What follows belongs to an exercise in optimizing a design on an open flow for small area; a production flow would make more cautious choices. The RTL was checked by simulation tests, not by an equivalence proof against the original design. Power is estimated from default activity; no workload was simulated.

## flow/design.v (module list and top-level ports; edited modules follow where they fit)
// module bfa: 4 lines
// module bha: 4 lines
// module bxn: 3 lines
// module bor: 3 lines
// module ntt_mul23_csa: 931 lines
// module ntt_bsa: 3 lines
// module ntt_bxr: 3 lines
// module ntt_add23_ci: 76 lines
// module ntt_sub23_ci: 77 lines
// module ntt_sub23_rc: 54 lines
// module ntt_add25_ci: 77 lines
// module ntt_inc: 8 lines
// module ntt_dec: 5 lines
// module ntt_corr_add: 7 lines
// module ntt_corr_sub: 5 lines
// module ntt_div2: 6 lines
// module ntt_mult_reduction: 268 lines
// module ntt_butterfly2x2: 175 lines
// module ntt_bf2x2_top: 30 lines
module ntt_bf2x2_top (
    input  wire         clk,
    input  wire         reset_n,
    input  wire         zeroize,
    input  wire [2:0]   mode,
    input  wire         enable,
    input  wire [183:0] uvw_i,
    input  wire [275:0] pw_uvw_i,
    input  wire         accumulate,
    output wire [91:0]  uv_o,
    output wire [91:0]  pwo_uv_o,
    output wire         ready_o
);
  // ...
==> flow/flow/run.sh <==
#!/bin/bash
set -euo pipefail
export BUFFER_PORTS_ARGS="-buffer_cell sky130_fd_sc_hd__buf_1"
export CTS_ARGS="-sink_clustering_enable -repair_clock_nets -sink_clustering_size 25 -sink_clustering_max_diameter 100 -dont_use_dummy_load"
# make's own output; each ORFS step also writes its full log under orfs/logs/
bash standard.sh > standard_make.log 2>&1
==> flow/standard.sh <==
#!/bin/bash
# synth_recipe.tcl (not shown) runs the flow's synth.tcl, then flattens the netlist and writes it again
# the make line also repeats each setting of config.mk as NAME=value (left out here)
make -C /OpenROAD-flow-scripts/flow DESIGN_CONFIG=/design/flow/config.mk WORK_HOME=/design/flow/orfs CLKGATE_MAP_FILE= SYNTH_SCRIPT=/design/flow/synth_recipe.tcl "${@:-finish}"
==> flow/config.mk <==
export PLATFORM = sky130hd
export DESIGN_NAME = ntt_bf2x2_top
export DESIGN_NICKNAME = ntt_bf2x2_top
export VERILOG_FILES = /design/flow/design.v
export SDC_FILE = /design/flow/constraint.sdc
export NUM_CORES = 4
export LEC_CHECK = 0
export CAP_MARGIN = 30
export CORE_MARGIN = 2
export CORE_UTILIZATION = 60
export CTS_CLUSTER_DIAMETER = 100
export CTS_CLUSTER_SIZE = 25
export PLACE_DENSITY = 0.75
export SLEW_MARGIN = 30
export SYNTH_HIERARCHICAL = 1
==> flow/constraint.sdc <==
create_clock -name core_clock -period 11.0 [get_ports {clk}]
set_input_delay 2.2000 -clock core_clock [delete_from_list [all_inputs] [get_ports {clk}]]
set_output_delay 2.2000 -clock core_clock [all_outputs]
set_load 0.01 [all_outputs]
==> results.json, run 1 <==
{
  "status": "timing/DRC/antenna clean",
  "leakage_nw": 66.3,
  "wl_met3_um": 41500,
  "clkPwrFrac_pct": 8.3,
  "nFillCells": 17400,
  "slew_headroom_pct": 26.2,
  "cts_tree": "built",
  "drt-met1-wl_um": 168000,
  "die_area_sq_um": 225000,
  "dp_hpwl_um": 339000,
  "drv_cap": 0,
  "clockBufferDepth": 3,
  "final_util_pct": 63.0,
  "topRoutingLayerUsed": "met5",
  "hold_path_end": "u_bf2x2.w11_reg[57]",
  "boundaryPins": 653,
  "dieWidth_um": 474,
  "hold_class": "flop to flop",
  "num-multi-input-gates": 7780,
  "synthCells": 11400,
  "r2r_end": "u_bf2x2.bf[2].sr_r[22]",
  "final_hold_viol_count": 0,
  "route.detailed.drc": 0,
  "h-tree-depth": 3,
  "synth_warnings": 8,
  "clock_cell_area_share_pct": 1.91,
  "skew_ns": 0.0729,
  "cts_resized": 0,
  "combPwrFrac_pct": 68.0,
  "nClkBuffers": 106,
  "grt_pass1_vias": 94200,
  "pg_seq_mw": 11.8,
  "gp_congestion": 1.04
}
==> inputs of run 2 (changes only) <==
==> flow/flow/run.sh (replaced) <==
#!/bin/bash
# The standard layout (the standard.sh, standard synthesis included), with
# two changes:
#  - the input and output ports are buffered with the smallest buffer cell
#    instead of the default delay-buffer cell (timing repair later resizes any
#    port buffer that needs more drive);
#  - clock tree synthesis clusters at most 16 registers within 80 um per
#    clkbuf_8 leaf buffer and inserts no dummy loads.
set -euo pipefail
export BUFFER_PORTS_ARGS="-buffer_cell sky130_fd_sc_hd__buf_1"
export CTS_ARGS="-sink_clustering_enable -repair_clock_nets -sink_clustering_size 16 -sink_clustering_max_diameter 80 -dont_use_dummy_load -buf_list sky130_fd_sc_hd__clkbuf_8"
# make's own output; each ORFS step also writes its full log under orfs/logs/
bash standard.sh > standard_make.log 2>&1
--- a/flow/config.mk
+++ b/flow/config.mk
@@ -8,8 +8,8 @@
 export CAP_MARGIN = 30
 export CORE_MARGIN = 2
-export CORE_UTILIZATION = 60
-export CTS_CLUSTER_DIAMETER = 100
-export CTS_CLUSTER_SIZE = 25
-export PLACE_DENSITY = 0.75
+export CORE_UTILIZATION = 70
+export CTS_CLUSTER_DIAMETER = 80
+export CTS_CLUSTER_SIZE = 16
+export PLACE_DENSITY = 0.85
 export SLEW_MARGIN = 30
 export SYNTH_HIERARCHICAL = 1
==> results.json, run 2 <==
{
  "post_route_cells_drive_above_1_share_pct": 5.82,
  "dp_hpwl_um": 332000,
  "status": "timing/DRC/antenna clean",
  "design_area_sq_um": 137000,
  "drt-initial-drc-count": 11000,
  "h-tree-depth": 4,
  "via_count": 93300,
  "setup_viol": 0,
  "clock_sinks": 2132,
  "drv_cap": 0,
  "route.detailed.drc": 0,
  "clockBufferDepth": 3,
  "start_util_pct": 70.6,
  "avgSynthCellArea_sq_um": 11.6,
  "synthCells": 11400,
  "die_y_um": 440,
  "fin_setup_tns_ns": 0,
  "p_per_area_nw_per_um2": 372,
  "dr.pass1.iters": 10,
  "hold_class": "flop to flop",
  "cts_resized": 0,
  "largest_register_ffs": 208,
  "clock-root-buffer": "clkbuf_8",
  "totalWireLength_um": 431000,
  "core_sq_um": 188000,
  "grt_max_degree": 141,
  "routedWlPerCell_um": 30.3,
  "fin_cells": 14200,
  "slew_headroom_pct": 26.8,
  "post-cts-setup-buffer-count": 0,
  "clk_pin_slew_ns": 0.11,
  "area_growth_pct": 3.48,
  "cts_buffers": 159,
  "dp.cells": 14000,
  "antenna_left": 0,
  "crit_fanout": 3,
  "grt_antenna_before_repair": 28,
  "leakage_nw": 65.9,
  "place_area_sq_um": 135000,
  "track_usage_pct": 44.4,
  "holdBufCountCts": 0,
  "crit_required_ns": 11.85,
  "final_nets": 14600,
  "post-route-period-util_pct": 89.4,
  "routed_via_density": 6.56,
  "boundaryPins": 653,
  "crit_type": "flop to flop",
  "port_buffers": 652,
  "syn_area_sq_um": 133000,
  "die_area_sq_um": 193000,
  "grt-ovfl-total": 0,
  "skew_ns": 0.121,
  "fmax_mhz": 102,
  "clock_latency_ns": 0.99,
  "end_kind": "flop",
  "cts_tree": "built",
  "synth_warnings": 8,
  "vdd_drop_max_v": 0.000801,
  "gp_congestion": 1.03,
  "critPathArrivalTime_ns": 10.68,
  "dieWidth_um": 440,
  "final_common_cell": "dfxtp_1",
  "slew_viol_final": 0,
  "rows": 159,
  "grt_setup_unrepaired": "no",
  "grt_pass1_wl_um": 629000,
  "final_hold_viol_count": 0,
  "final_util_pct": 73.0,
  "grt_pass1_vias": 96700,
  "period_needed_ns": 9.83,
  "start_kind": "flop",
  "worst_slew_pin_slew_ns": 1.10,
  "final_cell_mix": "dfxtp_1, fa_1, xor2_1, a22o_1, ha_1"
}
run 2: cell count changes in the layout (fill, tap and decap cells not counted), sizes merged:
cell	change
clkbuf	+53
buf	-28
diode	+15
run 2: report_power, final:
group	switching, mW	internal (mW)
logic	20.4	15.2
clock network	2.43	1.29
registers	1.53	10.3
total	24.3	26.8
run 2: through the flow:
stage / worst slack (ns) / hold WS (ns) / power, mW
final: 1.17 / 0.263 / 51.2
after global routing: 0.987 / 0.262 / 54.6
after CTS: 1.31 / 0.245 / 50.7
after detailed placement: 1.33 / 0.312 / 46.6
after global placement: 1.34 / 0.310 / 45.5
after floorplan: 1.67 / 0.310 / 36.6
run 2: worst paths after layout:
path | start | cells past startpoint | slack, ns | endpoint
min | u_bf2x2.bf[1].h3[9] | 0 | 0.26 | u_bf2x2.bf[1].h4[9]
max | u_bf2x2.bf[2].u_mul.res_o[0] | 24 | 1.17 | u_bf2x2.bf[2].sr_r[22]
max reg2reg | u_bf2x2.bf[2].u_mul.res_o[0] | 24 | 1.17 | u_bf2x2.bf[2].sr_r[22]
min reg2reg | u_bf2x2.bf[1].h3[9] | 0 | 0.26 | u_bf2x2.bf[1].h4[9]
max in group asynchronous | reset_n | 1 | 9.45 | u_bf2x2.zf[2]
min in group asynchronous | reset_n | 1 | 1.16 | u_bf2x2.ready_reg[0]
run 2: layer usage:
layer	vias to the layer above	wire [um]	track usage, %
met4	14	38100	32.2
met3	1475	44200	10.9
met1	46800	156000	54.8
li1	38900	-	-
met2	6113	192000	68.1
met5	-	107	0
run 2: layout make-up:
| type | count | area [sq um] |
|---|---|---|
| timing repair buffer | 948 | 4750 |
| clock buffer | 159 | 2190 |
| tap | 2495 | 3120 |
| fill | 13200 | 50800 |
| sequential | 2132 | 42800 |
| multi-input combinational | 7780 | 82000 |
| antenna | 34 | 85.1 |
| inverter | 669 | 2510 |
run 2: worst max-delay path, stage by stage, from the launching register on:
cell	delay [ns]
dfxtp_1	0.37
inv_1	0.08
or2_1	0.24
fa_1	0.40
fa_1	0.41
fa_1	0.39
fa_1	0.40
fa_1	0.39
fa_1	0.42
fa_1	0.40
fa_1	0.39
fa_1	0.42
fa_1	0.41
fa_1	0.40
fa_1	0.49
fa_1	0.43
fa_1	0.41
fa_1	0.40
fa_1	0.41
fa_1	0.43
fa_1	0.39
fa_1	0.40
fa_1	0.39
fa_1	0.41
fa_1	0.46
==> inputs of run 3 (changes only) <==
--- a/flow/config.mk
+++ b/flow/config.mk
@@ -8,8 +8,8 @@
 export CAP_MARGIN = 30
 export CORE_MARGIN = 2
-export CORE_UTILIZATION = 70
+export CORE_UTILIZATION = 60
 export CTS_CLUSTER_DIAMETER = 80
 export CTS_CLUSTER_SIZE = 16
-export PLACE_DENSITY = 0.85
+export PLACE_DENSITY = 0.75
 export SLEW_MARGIN = 30
 export SYNTH_HIERARCHICAL = 1
==> results.json, run 3 <==
{
  "status": "timing/DRC/antenna clean",
  "die_y_um": 474,
  "dieWidth_um": 474,
  "gp_congestion": 1.04,
  "path_buf_inv": 1,
  "worst_slew_pin_slew_ns": 1.11,
  "track_usage_pct": 38.5,
  "vdd_drop_max_v": 0.000824,
  "dp_hpwl_um": 339000,
  "cts_resized": 0,
  "setup_slack_ns": 1.22,
  "syn_area_sq_um": 133000,
  "place_ws_ns": 1.33,
  "h-tree-depth": 4,
  "routed_via_density": 6.27,
  "grt_pass1_wl_um": 632000,
  "critPathArrivalTime_ns": 10.62,
  "final_common_cell": "dfxtp_1",
  "nFillCells": 17500,
  "critPathTopFamily": "adder cells",
  "fmax_mhz": 102,
  "synth_warnings": 8,
  "end_kind": "flop",
  "start_kind": "flop",
  "grt_max_degree": 80,
  "leakage_nw": 66.1,
  "final_hold_viol_count": 0,
  "post-cts-setup-buffer-count": 0,
  "grt-ovfl-total": 0,
  "clock_latency_ns": 0.98,
  "post_route_cells_drive_above_1_share_pct": 6.12,
  "via_count": 92200,
  "slew_viol_final": 0,
  "period_needed_ns": 9.78,
  "boundaryPins": 653,
  "p_per_area_nw_per_um2": 359,
  "crit_fanout": 3,
  "avgSynthCellArea_sq_um": 11.6,
  "synthCells": 11400,
  "crit_path_frequent_cell": "fa_1",
  "clock_sinks": 2132,
  "die_area_sq_um": 225000,
  "port_buffers": 652,
  "setup_viol": 0,
  "totalWireLength_um": 437000,
  "crit_type": "flop to flop",
  "final_nets": 14700,
  "hold_class": "flop to flop",
  "core_sq_um": 220000,
  "skew_ns": 0.121,
  "routedWlPerCell_um": 29.7,
  "cts_buffers": 166,
  "final_cell_mix": "dfxtp_1, fa_1, xor2_1, a22o_1, ha_1",
  "antenna_left": 0,
  "grt_antenna_before_repair": 32,
  "critPathSlowestCell": "fa_1",
  "drv_cap": 0,
  "fin_setup_tns_ns": 0,
  "grt_setup_unrepaired": "no",
  "clockBufferDepth": 3,
  "area_growth_pct": 4.12,
  "grt_pass1_vias": 94700,
  "largest_register_ffs": 208,
  "crit_required_ns": 11.84,
  "post-route-period-util_pct": 88.9,
  "clock-root-buffer": "clkbuf_8",
  "slew_headroom_pct": 25.3,
  "path_cells": "inv_1 -> or2_1 -> fa_1 -> fa_1 -> fa_1 -> fa_1 -> fa_1 -> fa_1 -> fa_1 -> fa_1 -> fa_1 -> fa_1 -> fa_1 -> fa_1 -> fa_1 -> fa_1 -> fa_1 -> fa_1 -> fa_1 -> fa_1 -> fa_1 -> fa_1 -> fa_1 -> fa_1",
  "dr.pass1.iters": 14,
  "start_util_pct": 60.4,
  "route.detailed.drc": 0,
  "rows": 172,
  "drt-initial-drc-count": 10900,
  "cts_tree": "built",
  "clk_pin_slew_ns": 0.10,
  "slowest_delay_ns": 0.46,
  "holdBufCountCts": 0
}
-- run 3: layout make-up --
cell class | instances | area (sq um) | share of cell area (%)
Multi-Input combinational cell | 7780 | 82000 | 59.3
Sequential cell | 2132 | 42800 | 30.9
Timing Repair Buffer | 976 | 4940 | 3.57
Tap cell | 2958 | 3700 | 2.68
Inverter | 669 | 2510 | 1.82
Clock buffer | 166 | 2280 | 1.65
Antenna cell | 22 | 55.1 | 0.0398
-- run 3: final timing paths --
check / endpoint / from / slack [ns] / cells after the start
max: u_bf2x2.bf[2].sr_r[22] / u_bf2x2.bf[2].u_mul.res_o[0] / 1.22 / 24
min reg2reg: u_bf2x2.bf[2].h2[11] / u_bf2x2.bf[2].h1[11] / 0.25 / 0
min in group asynchronous: u_bf2x2.ready_reg[0] / reset_n / 1.18 / 2
max in group asynchronous: u_bf2x2.zf[1] / reset_n / 9.44 / 2
max reg2reg: u_bf2x2.bf[2].sr_r[22] / u_bf2x2.bf[2].u_mul.res_o[0] / 1.22 / 24
min: u_bf2x2.bf[2].h2[11] / u_bf2x2.bf[2].h1[11] / 0.25 / 0
-- run 3: metal layers --
| metal | GRT usage [%] | vias up | part of all wire (%) |
|---|---|---|---|
| met2 | 58.7 | 5590 | 44 |
| li1 | - | 39000 | - |
| met4 | 24.9 | 14 | 7.7 |
| met1 | 49.7 | 46400 | 38 |
| met3 | 8.22 | 1210 | 9.8 |
| met5 | 0 | - | 0.024 |
-- run 3: per-stage QoR --
step | instance area, sq um | hold slack (ns) | total power [mW] | util [%] | cells
floorplan | 133000 | 0.310 | 36.6 | - | 11400
global placement | 136000 | 0.310 | 44.4 | 61.8 | 14500
detailed placement | 136000 | 0.312 | 45.4 | 61.8 | 14500
CTS | 138000 | 0.252 | 49.5 | 62.8 | 14700
global route | 138000 | 0.248 | 53.6 | 62.9 | 14700
finish | 138000 | 0.250 | 49.7 | 62.9 | 14700
-- run 3: power breakdown --
group	internal (mW)	switching, mW	total (mW)
sequential	10.3	1.55	11.8
combinational	14.7	19.3	34.1
clock	1.35	2.47	3.81
-- run 3: worst reg2reg max path, stage by stage, from the launching register on --
cell and delay (ns):
dfxtp_1 0.37, inv_1 0.10, or2_1 0.25, fa_1 0.39, fa_1 0.40, fa_1 0.40, fa_1 0.41, fa_1 0.41
fa_1 0.40, fa_1 0.41, fa_1 0.41, fa_1 0.42, fa_1 0.46, fa_1 0.42, fa_1 0.40, fa_1 0.40
fa_1 0.42, fa_1 0.40, fa_1 0.40, fa_1 0.39, fa_1 0.39, fa_1 0.39, fa_1 0.39, fa_1 0.39
fa_1 0.46
==> module ntt_butterfly2x2, before the edit <==
module ntt_butterfly2x2
#(
    parameter REG_SIZE = 23,
    parameter MLDSA_Q = 23'd8380417,
    parameter MLDSA_Q_DIV2_ODD = (MLDSA_Q + 1) / 2,
    parameter BF_LATENCY = 10,
    parameter PWM_LATENCY = 5,
    parameter PWA_LATENCY = 1,
    parameter PWS_LATENCY = 1,
    parameter BF_STAGE1_LATENCY = BF_LATENCY/2
)
(
    input wire clk,
    input wire reset_n,
    input wire zeroize,
    input ntt_defines_pkg::mode_t mode,
    input wire enable,
    input ntt_defines_pkg::bf_uvwi_t uvw_i,
    input ntt_defines_pkg::pwo_uvwi_t pw_uvw_i,
    input wire accumulate,
    output ntt_defines_pkg::bf_uvo_t uv_o,
    output ntt_defines_pkg::pwo_t pwo_uv_o,
    output logic ready_o
);
    function automatic [22:0] corr_add(input [23:0] s);
        logic [12:0] fl;
        logic [9:0]  fu;
        logic        lnz, ge;
        lnz = |s[12:0];
        ge  = s[23] | ((&s[22:13]) & lnz);
        fl[0] = 1'b1;
        for (int i = 1; i < 13; i++) fl[i] = fl[i-1] & ~s[i-1];
        fu[0] = lnz;
        for (int j = 1; j < 10; j++) fu[j] = fu[j-1] & s[13+j-1];
        corr_add = s[22:0] ^ ({23{ge}} & {fu, fl});
    endfunction
    function automatic [22:0] corr_sub(input [23:0] d);
        logic [12:0] fl;
        logic [9:0]  fu;
        logic        c;
        fl[0] = 1'b1;
        for (int i = 1; i < 13; i++) fl[i] = fl[i-1] & d[i-1];
        c = &d[12:0];
        fu[0] = ~c;
        for (int j = 1; j < 10; j++) fu[j] = fu[j-1] & ~d[13+j-1];
        corr_sub = d[22:0] ^ ({23{d[23]}} & {fu, fl});
    endfunction
    function automatic [22:0] div2(input [22:0] x);
        logic [21:0] y;
        logic [11:0] fl;
        logic [9:0]  fu;
        logic        c, b;
        y = x[22:1];
        fl[0] = 1'b1;
        for (int i = 1; i < 12; i++) fl[i] = fl[i-1] & y[i-1];
        c = &y[11:0];
        fu[0] = ~c;
        for (int j = 1; j < 10; j++) fu[j] = fu[j-1] & ~y[12+j-1];
        b = ~c & ~(|y[21:12]);
        div2 = {x[0] & ~b, y ^ ({22{x[0]}} & {fu, fl})};
    endfunction
    logic [5:1] zf;
    always_ff @(posedge clk or negedge reset_n) begin
        if (!reset_n) zf <= 5'h1f;
        else          zf <= {zf[4:1] | {4{zeroize}}, zeroize};
    end
    logic m_ct, m_gs, m_pwm, m_pwa, m_pws, pwo_mode;
    assign m_ct  = (mode == ct);
    assign m_gs  = (mode == gs);
    assign m_pwm = (mode == pwm);
    assign m_pwa = (mode == pwa);
    assign m_pws = (mode == pws);
    assign pwo_mode = m_pwm | m_pwa | m_pws;
    logic sa_uv, sa_u4, sa_w4, sb_p4, sx_v, sx_g;
    logic ct_d, gs_d, pwm_d, bs_w1, bs_w2, bs_u1;
    logic ou_ar, ou_d4, ou_p4, ou_umv, ov_sr, ov_p4;
    assign sa_uv  = m_gs | m_pwa;                  
    assign sa_u4  = m_ct & ~zf[4];                 
    assign sa_w4  = m_pwm & ~zf[4];                
    assign sb_p4  = (m_ct | m_pwm) & ~zf[4];
    assign sx_v   = m_ct | m_pwm;                  
    assign sx_g   = m_gs & ~zf[1];                 
    always_ff @(posedge clk) begin
        ct_d <= m_ct; gs_d <= m_gs; pwm_d <= m_pwm;
    end
    assign bs_w1  = ct_d & ~zf[1];
    assign bs_w2  = gs_d & ~zf[2];
    assign bs_u1  = pwm_d & ~zf[1];
    assign ou_ar  = (m_ct | m_pwa | (m_pwm & accumulate)) & ~zf[1];
    assign ou_d4  = m_gs & ~zf[5];
    assign ou_p4  = m_pwm & ~accumulate & ~zf[4];
    assign ou_umv = m_pws & ~zf[1];
    assign ov_sr  = m_ct & ~zf[5];
    assign ov_p4  = m_gs & ~zf[4];
    logic [BF_STAGE1_LATENCY-1:0][REG_SIZE-1:0] w10_reg, w11_reg;
    always_ff @(posedge clk) begin
        w10_reg <= {uvw_i.w10_i, w10_reg[BF_STAGE1_LATENCY-1:1]};
        w11_reg <= {uvw_i.w11_i, w11_reg[BF_STAGE1_LATENCY-1:1]};
    end
    logic w2_sel;
    assign w2_sel = ~pwo_mode & ~zf[5];
    logic [3:0][22:0] opu, opv, opw, u_o, v_o, pw_o;
    assign opu[0] = pwo_mode ? pw_uvw_i.u0_i : uvw_i.u00_i;
    assign opv[0] = pwo_mode ? pw_uvw_i.v0_i : uvw_i.v00_i;
    assign opw[0] = pwo_mode ? pw_uvw_i.w0_i : uvw_i.w00_i;
    assign opu[1] = pwo_mode ? pw_uvw_i.u1_i : uvw_i.u01_i;
    assign opv[1] = pwo_mode ? pw_uvw_i.v1_i : uvw_i.v01_i;
    assign opw[1] = pwo_mode ? pw_uvw_i.w1_i : uvw_i.w01_i;
    assign opu[2] = pwo_mode ? pw_uvw_i.u2_i : u_o[0];
    assign opv[2] = pwo_mode ? pw_uvw_i.v2_i : u_o[1];
    assign opw[2] = (pwo_mode ? pw_uvw_i.w2_i : '0) | (w2_sel ? w10_reg[0] : '0);
    assign opu[3] = pwo_mode ? pw_uvw_i.u3_i : v_o[0];
    assign opv[3] = pwo_mode ? pw_uvw_i.v3_i : v_o[1];
    assign opw[3] = (pwo_mode ? pw_uvw_i.w3_i : '0) | (w2_sel ? w11_reg[0] : '0);
    assign uv_o.u20_o = u_o[2];
    assign uv_o.v20_o = v_o[2];
    assign uv_o.u21_o = u_o[3];
    assign uv_o.v21_o = v_o[3];
    assign pwo_uv_o.uv0 = pw_o[0];
    assign pwo_uv_o.uv1 = pw_o[1];
    assign pwo_uv_o.uv2 = pw_o[2];
    assign pwo_uv_o.uv3 = pw_o[3];
    for (genvar g = 0; g < 4; g++) begin : bf
        logic [22:0] u1, u2, u3, u4, w1, w2, w3, w4;
        logic [22:0] h1, h2, h3, h4;           
        logic [23:0] umv_r, ar_r, sr_r;
        logic [22:0] umv, ar, sr, p4;
        logic [22:0] xa;                       
        wire  [22:0] ar_h, umv_h;              
        logic [22:0] add_a, add_b, mul_b;
        wire  [23:0] umv_s, ar_s, sr_s;        
        assign add_a = ({23{sa_uv}} & opu[g]) | ({23{sa_u4}} & u4) | ({23{sa_w4}} & w4);
        assign add_b = ({23{sa_uv}} & opv[g]) | ({23{sb_p4}} & p4);
        assign mul_b = ({23{bs_w1}} & w1) | ({23{bs_w2}} & w2) | ({23{bs_u1}} & u1);
        ntt_sub23_ci u_umv (.a(opu[g]), .bn(~opv[g]), .s(umv_s));
        ntt_add23_ci u_ar  (.a(add_a), .b(add_b), .s(ar_s));
        ntt_sub23_rc u_sr  (.a(u4), .bn(~p4), .s(sr_s));
        always_ff @(posedge clk) begin
            u1 <= opu[g]; u2 <= u1; u3 <= u2; u4 <= u3;
            w1 <= opw[g]; w2 <= w1; w3 <= w2; w4 <= w3;
            umv_r <= {~umv_s[23], umv_s[22:0]};
            ar_r  <= ar_s;
            sr_r  <= {~sr_s[23], sr_s[22:0]};
            h1 <= ar_h; h2 <= h1; h3 <= h2; h4 <= h3;
            xa <= ({23{sx_v}} & opv[g]) | ({23{sx_g}} & umv_h);
        end
        ntt_corr_sub u_cumv (.d(umv_r), .r(umv));
        ntt_corr_add u_car  (.s(ar_r), .r(ar));
        assign sr  = corr_sub(sr_r);
        ntt_div2 u_har (.x(ar), .r(ar_h));
        ntt_div2 u_hum (.x(umv), .r(umv_h));
        ntt_mult_reduction u_mul (.clk(clk), .a_i(xa), .b_i(mul_b), .res_o(p4));
        assign u_o[g]  = ({23{ou_ar}} & ar) | ({23{ou_d4}} & h4) | ({23{ou_p4}} & p4) | ({23{ou_umv}} & umv);
        assign v_o[g]  = ({23{ov_sr}} & sr) | ({23{ov_p4}} & p4);
        assign pw_o[g] = {23{pwo_mode}} & u_o[g];
    end
    logic [BF_LATENCY-1:0] ready_reg;
    always_ff @(posedge clk or negedge reset_n) begin
        if (!reset_n)
            ready_reg <= 'b0;
        else if (zeroize)
            ready_reg <= 'b0;
        else begin
            unique case(mode)
                ct:  ready_reg <= {enable, ready_reg[BF_LATENCY-1:1]};
                gs:  ready_reg <= {enable, ready_reg[BF_LATENCY-1:1]};
                pwm: ready_reg <= accumulate ? {5'h0, enable, ready_reg[PWM_LATENCY-1:1]} : {6'h0, enable, ready_reg[PWM_LATENCY-2:1]};
                pwa: ready_reg <= {9'h0, enable};
                pws: ready_reg <= {9'h0, enable};
                default: ready_reg <= 'h0;
            endcase
        end
    end
    assign ready_o = ready_reg[0];
endmodule
==> inputs of run 4 (changes only) <==
--- a/flow/design.v
+++ b/flow/design.v
@@ -1739,5 +1739,5 @@
         ntt_corr_sub u_cumv (.d(umv_r), .r(umv));
         ntt_corr_add u_car  (.s(ar_r), .r(ar));
-        assign sr  = corr_sub(sr_r);
+        ntt_corr_sub u_csr  (.d(sr_r), .r(sr));
         ntt_div2 u_har (.x(ar), .r(ar_h));
         ntt_div2 u_hum (.x(umv), .r(umv_h));
--- a/flow/config.mk
+++ b/flow/config.mk
@@ -8,8 +8,8 @@
 export CAP_MARGIN = 30
 export CORE_MARGIN = 2
-export CORE_UTILIZATION = 60
+export CORE_UTILIZATION = 70
 export CTS_CLUSTER_DIAMETER = 80
 export CTS_CLUSTER_SIZE = 16
-export PLACE_DENSITY = 0.75
+export PLACE_DENSITY = 0.85
 export SLEW_MARGIN = 30
 export SYNTH_HIERARCHICAL = 1
==> results.json, run 4 <==
{
  "status": "timing/DRC/antenna clean",
  "core_sq_um": 188000,
  "drv_cap": 0,
  "post_route_cells_drive_above_1_share_pct": 6.18,
  "h-tree-depth": 4,
  "clockBufferDepth": 3,
  "swShare_pct": 46.5,
  "clock-root-buffer": "clkbuf_8",
  "end_kind": "flop",
  "nFillCells": 13000,
  "post-cts-setup-buffer-count": 0,
  "port_buffers": 652,
  "area_growth_pct": 3.97,
  "antenna_left": 0,
  "cts_resized": 0,
  "vdd_drop_max_v": 0.000681,
  "grt_pass1_vias": 94800,
  "grt_pass1_wl_um": 622000,
  "p_per_area_nw_per_um2": 352,
  "largest_register_ffs": 208,
  "period_needed_ns": 9.91,
  "endpoint": "u_bf2x2.bf[2].sr_r[22]",
  "power_mw": 48.4,
  "clock_latency_ns": 0.97,
  "final_cell_mix": "dfxtp_1, fa_1, a22o_1, xor2_1, ha_1",
  "combPwrFrac_pct": 68.3,
  "drt-initial-drc-count": 10500,
  "boundaryPins": 653,
  "r2r_end": "u_bf2x2.bf[2].sr_r[22]",
  "setup_viol": 0,
  "routedWlPerCell_um": 30.5,
  "reg2reg_from": "u_bf2x2.bf[2].u_mul.res_o[0]",
  "routed_via_density": 6.54,
  "syn_area_sq_um": 132000,
  "crit_fanout": 4,
  "slew_headroom_pct": 21.6,
  "post-route-period-util_pct": 90.1,
  "crit_type": "flop to flop",
  "synthCells": 11200,
  "fin_setup_tns_ns": 0,
  "die_area_sq_um": 193000,
  "dp_hpwl_um": 331000,
  "grt_setup_unrepaired": "no",
  "dr.pass1.iters": 30,
  "grt-ovfl-total": 0,
  "seqPwrFrac_pct": 24.0,
  "p_sw_mw": 22.5,
  "grt_antenna_before_repair": 42,
  "cts_tree": "built",
  "totalWireLength_um": 428000,
  "reg2reg_slack_ns": 1.09,
  "clk_pin_slew_ns": 0.10,
  "gp_congestion": 1.03,
  "cts_buffers": 161,
  "skew_ns": 0.0873,
  "final_common_cell": "dfxtp_1",
  "reg2reg_depth": 24,
  "track_usage_pct": 44.1,
  "start_util_pct": 70.5,
  "via_count": 91700,
  "final_nets": 14500,
  "final_hold_viol_count": 0,
  "rows": 159,
  "holdBufCountCts": 0,
  "seq_area_sq_um": 42800,
  "hold_class": "flop to flop",
  "critPathArrivalTime_ns": 10.75,
  "clock_sinks": 2132,
  "cp-startpoint": "u_bf2x2.bf[2].u_mul.res_o[0]",
  "slew_viol_final": 0,
  "intPower_mw": 25.9,
  "start_kind": "flop",
  "route.detailed.drc": 0,
  "leakage_nw": 67.1,
  "clkPwrFrac_pct": 7.8,
  "fmax_mhz": 101,
  "multi_input_area_sq_um": 81300,
  "grt_max_degree": 139,
  "die_y_um": 439,
  "synth_warnings": 8,
  "dieWidth_um": 439,
  "worst_slew_pin_slew_ns": 1.17,
  "crit_required_ns": 11.84,
  "avgSynthCellArea_sq_um": 11.8
}
-- run 4: changes by cell type in the layout (fill, tap and decap cells not counted), sizes merged, moves of 26 or more --
cell | previous run | this run
a21oi | 166 | 110
a221o | 3 | 46
a22o | 1071 | 1148
a22oi | 203 | 115
a32oi | 1 | 46
buf | 973 | 1008
ha | 824 | 912
inv | 669 | 756
nand2 | 809 | 651
nor2 | 137 | 58
o21ai | 270 | 153
o2bb2ai | 11 | 69
o32ai | 26 | 0
xnor2 | 220 | 176
-- run 4: cell type report --
cell class	count	area share, %
tap	2495	2.27
clock buffer	161	1.61
sequential	2132	31.1
antenna	30	0.0546
inverter	757	2.07
multi-input combinational	7427	59.1
timing repair buffer	1014	3.81
-- run 4: power groups by stage --
stage,logic (mW),registers (mW),clock network [mW]
2_1_floorplan,24.4,11.1,0
3_3_place_gp,30.8,11.7,0
3_5_place_dp,32.0,11.7,0
4_1_cts,32.6,11.5,3.78
5_1_grt,36.3,11.7,4.04
6_report,33.0,11.6,3.76
-- run 4: worst min path at each step --
stage                                     from                   end  slack [ns]  depth (start not counted)
after floorplan            u_bf2x2.bf[0].h1[0]   u_bf2x2.bf[0].h2[0]        0.31                          0
after CTS                  u_bf2x2.w11_reg[79]   u_bf2x2.w11_reg[56]        0.26                          0
final                      u_bf2x2.w11_reg[79]   u_bf2x2.w11_reg[56]        0.27                          0
after detailed placement  u_bf2x2.bf[0].h2[20]  u_bf2x2.bf[0].h3[20]        0.31                          0
after global routing       u_bf2x2.w11_reg[79]   u_bf2x2.w11_reg[56]        0.25                          0
after global placement     u_bf2x2.bf[0].h1[7]   u_bf2x2.bf[0].h2[7]        0.31                          0
-- run 4: worst max-delay path: stages (launching register included) --
cell and delay [ns]:
dfxtp_1 0.41, inv_1 0.09, or2_1 0.24, fa_1 0.39
fa_1 0.40, fa_1 0.42, fa_1 0.40, fa_1 0.41
fa_1 0.42, fa_1 0.40, fa_1 0.43, fa_1 0.43
fa_1 0.44, fa_1 0.42, fa_1 0.41, fa_1 0.41
fa_1 0.41, fa_1 0.40, fa_1 0.42, fa_1 0.40
fa_1 0.39, fa_1 0.40, fa_1 0.40, fa_1 0.39
fa_1 0.46
-- run 4: per-stage QoR --
step                      utilization [%]  worst slack (ns)  hold slack, ns  area, sq um  cells
after floorplan                         -              1.67           0.310       132000  11200
after global placement               72.0              1.35           0.310       135000  13800
after detailed placement             72.0              1.28           0.312       135000  13800
after CTS                            73.2              1.16           0.258       137000  14000
after global routing                 73.3             0.878           0.250       138000  14000
final                                73.3              1.09           0.272       138000  14000
-- run 4: metal layers --
metal  track usage (%)  part of all wire [%]
met4              33.0                   9.2
met2              68.2                    45
met1              54.6                    36
met3              9.58                    10
met5                 0                 0.020

afterwards: timing with drivers on the ports:
The results above use ideal ports. As a check the final layouts listed here were re-extracted and re-timed, cells and wires unchanged.
Step 1 sets driving cells, clkbuf_16 on the clock port and buf_2 on the other inputs (assumed; they add their load-dependent delay and slew).
Step 2 moves the port delays by t, midway between the first and last clock arrival at a register: inputs arrive t later, outputs are due t later. That takes back most of the time a late clock gives input paths.
a / b / c = ideal ports / drivers / drivers and shift; a / b = the first two.
run	shift t [ns]	setup WS [ns]	worst setup path at the end	worst data-port slew with drivers (ns)
run 1	0.875	1.141 / 1.141 / 1.141	register to register	0.25
run 2	1.018	1.170 / 1.170 / 1.170	register to register	0.23
run 3	1.033	1.218 / 1.218 / 1.218	register to register	0.23
run 4	1.030	1.093 / 1.093 / 1.093	register to register	0.24
After both steps every run listed still meets setup and hold.
